From an optimization exercise on the open Yosys and OpenROAD flow, aimed at small area; shortcuts taken in it are not production practice.
At most, simulation tests tie the RTL to the original design; equivalence was not proved.
Power figures rest on the tool's default switching activity, not on a simulated workload.

Setup of P:
==> flow/design.v <==
`timescale 1ns / 1ns
module CPU (
    input [15:0] inst,
    input clk,
    input rst,
    input enable,
    input [15:0] data_in_memory,
    output read_write_memory,
    output [15:0] data_out_memory,
    output [8:0] addr,
    output reg [7:0] PC
);
    reg Z, N, C;
    reg Z_lazy;
    reg [15:0] register_A;
    reg [15:0] register_B;
    wire [3:0] op = inst[15:12];
    wire [15:0] A = register_A;
    wire [15:0] B = register_B;
    wire is_ld   = op == 4'b0000;
    wire is_st   = op == 4'b0001;
    wire is_inc  = op == 4'b0010;
    wire is_br   = op == 4'b0011;
    wire is_add  = op == 4'b0100;
    wire is_sub  = op == 4'b0101;
    wire is_or   = op == 4'b0110;
    wire is_and  = op == 4'b0111;
    wire is_xor  = op == 4'b1000;
    wire is_shr  = op == 4'b1001;
    wire is_mov  = op == 4'b1010;
    wire is_exch = op == 4'b1011;
    wire is_cmp  = op == 4'b1100;
    wire is_set  = op == 4'b1101;
    wire is_clr  = op == 4'b1110;
    wire inc_b = is_inc & inst[11];
    wire arith = is_inc | is_add | is_sub | is_cmp;
    wire subm  = is_sub | is_cmp;
    wire logic_op = is_or | is_and | is_xor;
    wire flag_a = is_inc | is_add | is_sub | logic_op;    
    wire xB = (is_st | is_inc) & inst[11];
    wire xS = is_shr;
    wire xA = ~(is_ld | is_exch | is_shr | ((is_st | is_inc) & inst[11]));
    wire [15:0] X;
    assign addr = inst[8:0];
    assign data_out_memory = X;
    assign read_write_memory = enable & is_st;
    wire yB  = (is_add | logic_op | is_exch);
    wire yNB = subm;
    wire yD  = is_ld & ~inst[10];
    wire yIL = (is_inc | is_ld & inst[10] & ~inst[9]);
    wire yIH = is_ld & inst[10] & inst[9];
    wire [15:0] imm = {inst[7:0], inst[7:0]};
    wire [15:0] p, po, g;    
    genvar i;
    generate for (i = 0; i < 16; i = i + 1) begin : gs
        wire sh = (i == 15) ? 1'b0 : A[i+1];
        wire yI = (i < 8) ? yIL : yIH;
        CPU_op uo (.a(A[i]), .a1(sh), .b(B[i]), .d(data_in_memory[i]), .im(imm[i]),
                   .xA(xA), .xB(xB), .yS(xS), .yB(yB), .yNB(yNB), .yD(yD), .yI(yI),
                   .kill(rst), .x(X[i]), .p(p[i]), .po(po[i]), .g(g[i]));
    end endgenerate
    wire [15:0] c;                
    wire [15:0] nc;               
    wire [8:0] cg;
    wire [8:0] ncg;
    assign cg[0] = yNB;
    generate for (i = 0; i < 8; i = i + 1) begin : gc
        wire gg = g[2*i+1] | (po[2*i+1] & g[2*i]);
        wire pp = po[2*i+1] & po[2*i];
        if (i % 2 == 0) begin
            if (i < 7) CPU_cy_e us (.p(pp), .g(gg), .ci(cg[i]), .nco(ncg[i+1]));
            CPU_cy_e ui (.p(po[2*i]), .g(g[2*i]), .ci(cg[i]), .nco(nc[2*i+1]));
            assign c[2*i] = cg[i];
        end else begin
            if (i < 7) CPU_cy_o us (.np(~pp), .ng(~gg), .nci(ncg[i]), .co(cg[i+1]));
            CPU_cy_o ui (.np(~po[2*i]), .ng(~g[2*i]), .nci(ncg[i]), .co(c[2*i+1]));
            assign nc[2*i] = ncg[i];
        end
    end endgenerate
    wire k_ar  = arith & ~rst;
    wire k_or  = is_or & ~rst;
    wire k_and = is_and & ~rst;
    wire [15:0] F;
    generate for (i = 0; i < 16; i = i + 1) begin : gf
        if ((i % 4 == 0) || (i % 4 == 3))
            CPU_fb_e uf (.p(p[i]), .g(g[i]), .po(po[i]), .c(c[i]), .kar(k_ar), .kor(k_or), .kand(k_and), .f(F[i]));
        else
            CPU_fb_o uf (.p(p[i]), .g(g[i]), .po(po[i]), .nc(nc[i]), .kar(k_ar), .kor(k_or), .kand(k_and), .f(F[i]));
    end endgenerate
    wire wA = rst | enable & ((is_inc & ~inst[11]) | is_add | is_sub | logic_op | is_shr | is_exch | (is_ld & ~inst[11]));
    wire wB = rst | enable & (inc_b | is_mov | is_exch | (is_ld & inst[11]));
    wire [15:0] A_n = wA ? F : A;
    wire [15:0] B_n = wB ? ((is_exch & ~rst) ? A : F) : B;
    wire zA = A == 16'h0000;
    wire Zeff = Z_lazy ? zA : Z;
    wire zcmp = &p;                        
    wire a15 = A[15];
    wire b15 = B[15];
    reg Z_n, Zl_n, N0, N1, C0, C1;
    always @(*) begin
        Z_n = Z; Zl_n = Z_lazy;
        N0 = N; N1 = N; C0 = C; C1 = C;
        if (rst) begin
            Z_n = 1'b0; Zl_n = 1'b0;
            N0 = 1'b0; N1 = 1'b0; C0 = 1'b0; C1 = 1'b0;
        end
        else if (enable) begin
            Z_n = Zeff; Zl_n = 1'b0;
            if (flag_a) Zl_n = 1'b1;
            if (flag_a & ~inc_b | is_cmp) begin
                N0 = 1'b0; N1 = 1'b1;
                C0 = a15 | b15; C1 = a15 & b15;
            end
            if (inc_b) begin
                N0 = a15; N1 = a15;
                C0 = 1'b0; C1 = 1'b1;
            end
            if (is_cmp) Z_n = zcmp;
            if (is_shr) begin C0 = A[0]; C1 = A[0]; end
            if (is_set) begin
                if (inst[10]) Z_n = 1'b1;
                if (inst[9])  begin N0 = 1'b1; N1 = 1'b1; end
                if (inst[8])  begin C0 = 1'b1; C1 = 1'b1; end
            end
            if (is_clr) begin
                if (inst[10]) Z_n = 1'b0;
                if (inst[9])  begin N0 = 1'b0; N1 = 1'b0; end
                if (inst[8])  begin C0 = 1'b0; C1 = 1'b0; end
            end
        end
    end
    wire N_n, C_n;
    wire q15 = p[15] ^ ((g[15] & k_or) | (po[15] & k_and));
    wire Nq = q15 ? N1 : N0;
    wire Cq = q15 ? C1 : C0;
    wire Nk = (k_ar & q15) ? N0 : (k_ar ? N1 : Nq);
    wire Ck = (k_ar & q15) ? C0 : (k_ar ? C1 : Cq);
    CPU_mx un (.s(c[15]), .a0(Nq), .a1(Nk), .y(N_n));
    CPU_mx uc (.s(c[15]), .a0(Cq), .a1(Ck), .y(C_n));
    wire [7:0] PC_n;
    CPU_pcn upc (.PC(PC), .inst(inst), .Z(Zeff), .N(N), .C(C), .is_br(is_br), .enable(enable), .rst(rst), .PC_n(PC_n));
    always @(posedge clk) begin
        PC <= PC_n;
        register_A <= A_n;
        register_B <= B_n;
        Z <= Z_n;
        Z_lazy <= Zl_n;
        N <= N_n;
        C <= C_n;
    end
endmodule
module CPU_cy_e (input p, input g, input ci, output nco);
    assign nco = ~(g | (p & ci));
endmodule
module CPU_cy_o (input np, input ng, input nci, output co);
    assign co = ~(ng & (np | nci));
endmodule
module CPU_fb_e (input p, input g, input po, input c, input kar, input kor, input kand, output f);
    assign f = p ^ ((c & kar) | (g & kor) | (po & kand));
endmodule
module CPU_fb_o (input p, input g, input po, input nc, input kar, input kor, input kand, output f);
    assign f = p ^ ((~nc & kar) | (g & kor) | (po & kand));
endmodule
module CPU_mx (input s, input a0, input a1, output y);
    assign y = s ? a1 : a0;
endmodule
module CPU_pcn (input [7:0] PC, input [15:0] inst, input Z, input N, input C, input is_br, input enable, input rst, output [7:0] PC_n);
    wire t0 = (inst[10] == Z) | (inst[9] == N) | (inst[8] == C) | (inst[10:8] == 3'b000);
    wire t1 = (inst[10] & ~Z) | (inst[9] & ~N) | (inst[8] & ~C) | (inst[10:8] == 3'b111);
    wire taken = enable & is_br & (inst[11] ? t1 : t0);
    wire [7:0] pc_c;
    assign pc_c[0] = enable;
    genvar i;
    generate for (i = 1; i < 8; i = i + 1) begin : gpc
        assign pc_c[i] = pc_c[i-1] & PC[i-1];
    end endgenerate
    assign PC_n = rst ? 8'd0 : (taken ? inst[7:0] : PC ^ pc_c);
endmodule
module CPU_op (input a, input a1, input b, input d, input im,
               input xA, input xB, input yS, input yB, input yNB, input yD, input yI,
               input kill, output x, output p, output po, output g);
    wire y = (b & yB) | (~b & yNB) | (d & yD) | (im & yI) | (a1 & yS);
    assign x = (a & xA) | (b & xB);
    assign p = (x ^ y) & ~kill;
    assign po = x | y;
    assign g = x & y;
endmodule
clock: 5.0 ns
lec_check: 0
abc_area: 1
cap_margin: 20
core_margin: 2
core_utilization: 60
gpl_timing_driven: 0
place_density: 0.8
slew_margin: 20
synth_hierarchical: 1
standard.sh (not shown) runs the stock make flow with config.mk's settings and CLKGATE_MAP_FILE= SYNTH_SCRIPT=/design/flow/synth_recipe.tcl, a recipe that flattens the netlist after the stock synthesis.
==> flow/flow/run.sh <==
#!/bin/bash
# Own layout flow: the standard flow (standard.sh) with
#  - synthesis through flow/synth.tcl (ABC script flow/abc.script, no
#    extract_fa),
#  - port buffers and pass-through buffers of sky130_fd_sc_hd__buf_1.
# Make's full output goes to flow_make.log; each ORFS step keeps its own log
# under orfs/logs/.
set -euo pipefail
W=$(pwd)
bash standard.sh "SYNTH_SCRIPT=$W/flow/synth.tcl" \
  "BUFFER_PORTS_ARGS=-buffer_cell sky130_fd_sc_hd__buf_1" \
  "MIN_BUF_CELL_AND_PORTS=sky130_fd_sc_hd__buf_1 A X" \
  finish > "$W/flow_make.log" 2>&1
==> flow/flow/abc.script <==
strash
&get -n
&deepsyn -T 10
&put
dch -f
&get -n
&nf -R 1000
&put
==> flow/flow/synth.tcl <==
# The standard synthesis (synth_recipe.tcl) with two changes: ABC maps
# with this folder's abc.script, and Yosys's extract_fa is skipped, so the
# adders stay plain gates for ABC to map.
set flow_dir [file dirname [file normalize [info script]]]
proc abc {args} {
  global flow_dir
  set i [lsearch -exact $args -script]
  if { $i >= 0 } { lset args [expr {$i + 1}] $flow_dir/abc.script }
  # weak _0 cells that have a _1 cell of the same area
  foreach c {o21ai_0 and2_0 or2_0 a21boi_0} { lappend args -dont_use sky130_fd_sc_hd__$c }
  yosys abc {*}$args
}
proc extract_fa {args} {}
source [file dirname $flow_dir]/synth_recipe.tcl
#### Input delta (T over P)
diff --git a/flow/design.v b/flow/design.v
--- a/flow/design.v
+++ b/flow/design.v
@@ -93,8 +93,9 @@
     wire [15:0] B_n = wB ? ((is_exch & ~rst) ? A : F) : B;
     wire zA = A == 16'h0000;
     wire Zeff = Z_lazy ? zA : Z;
     wire zcmp = &p;                        
+    wire s15 = F[15];
     wire a15 = A[15];
     wire b15 = B[15];
     reg Z_n, Zl_n, N0, N1, C0, C1;
     always @(*) begin
@@ -129,15 +130,10 @@
             end
         end
     end
     wire N_n, C_n;
-    wire q15 = p[15] ^ ((g[15] & k_or) | (po[15] & k_and));
-    wire Nq = q15 ? N1 : N0;
-    wire Cq = q15 ? C1 : C0;
-    wire Nk = (k_ar & q15) ? N0 : (k_ar ? N1 : Nq);
-    wire Ck = (k_ar & q15) ? C0 : (k_ar ? C1 : Cq);
-    CPU_mx un (.s(c[15]), .a0(Nq), .a1(Nk), .y(N_n));
-    CPU_mx uc (.s(c[15]), .a0(Cq), .a1(Ck), .y(C_n));
+    CPU_mx un (.s(s15), .a0(N0), .a1(N1), .y(N_n));
+    CPU_mx uc (.s(s15), .a0(C0), .a1(C1), .y(C_n));
     wire [7:0] PC_n;
     CPU_pcn upc (.PC(PC), .inst(inst), .Z(Zeff), .N(N), .C(C), .is_br(is_br), .enable(enable), .rst(rst), .PC_n(PC_n));
     always @(posedge clk) begin
         PC <= PC_n;
## What came out
When the final numbers for P and T were put side by side, the depth of the critical timing path with buffers and inverters included turned out to be greater in P.
Going from P to T, shortest period the worst path allows closely matched the old numbers; area of the core region decreased by 1.2% relative to the old numbers; wire length of the first global-routing pass decreased by 1.0% relative to the old numbers; share of the clock period used by the worst path after layout closely matched the old numbers.
Wire length on met1 ends up lower on P.
Compared with P, T shows a higher clock power share.
As of T, number of placed cells counting well taps had fallen slightly compared to P.
The RTL of P was laid out without a check of its function.

[port drivers added, routing unchanged]
The flow's constraints put no driver on any port. The routed layouts listed below were extracted and timed again, unchanged, in two steps. Step 1 assumes that a clkbuf_16 drives the clock port and a buf_2 every other input. Step 2 moves the port delays by t, midway between the first and last clock arrival at a register: inputs arrive t later, outputs are due t later. That takes back most of the time a late clock gives input paths. Three values: no drivers, after step 1, after step 2; two values: the first two.
run	t (ns)	setup slack, ns	worst hold slack (ns)	worst setup path at the end	worst slew at a driven data input, ns
P	0.337	0.109 / 0.117 / -0.220	0.483 / 0.483 / 0.483	input to register	0.04
T	0.323	0.108 / 0.104 / -0.219	0.496 / 0.496 / 0.496	input to register	0.04
Met with ideal ports but missed after step 2: setup timing in P and T. The setup slack of P, which loses most, moves by +0.008 ns with the drivers and by -0.329 ns with both steps.
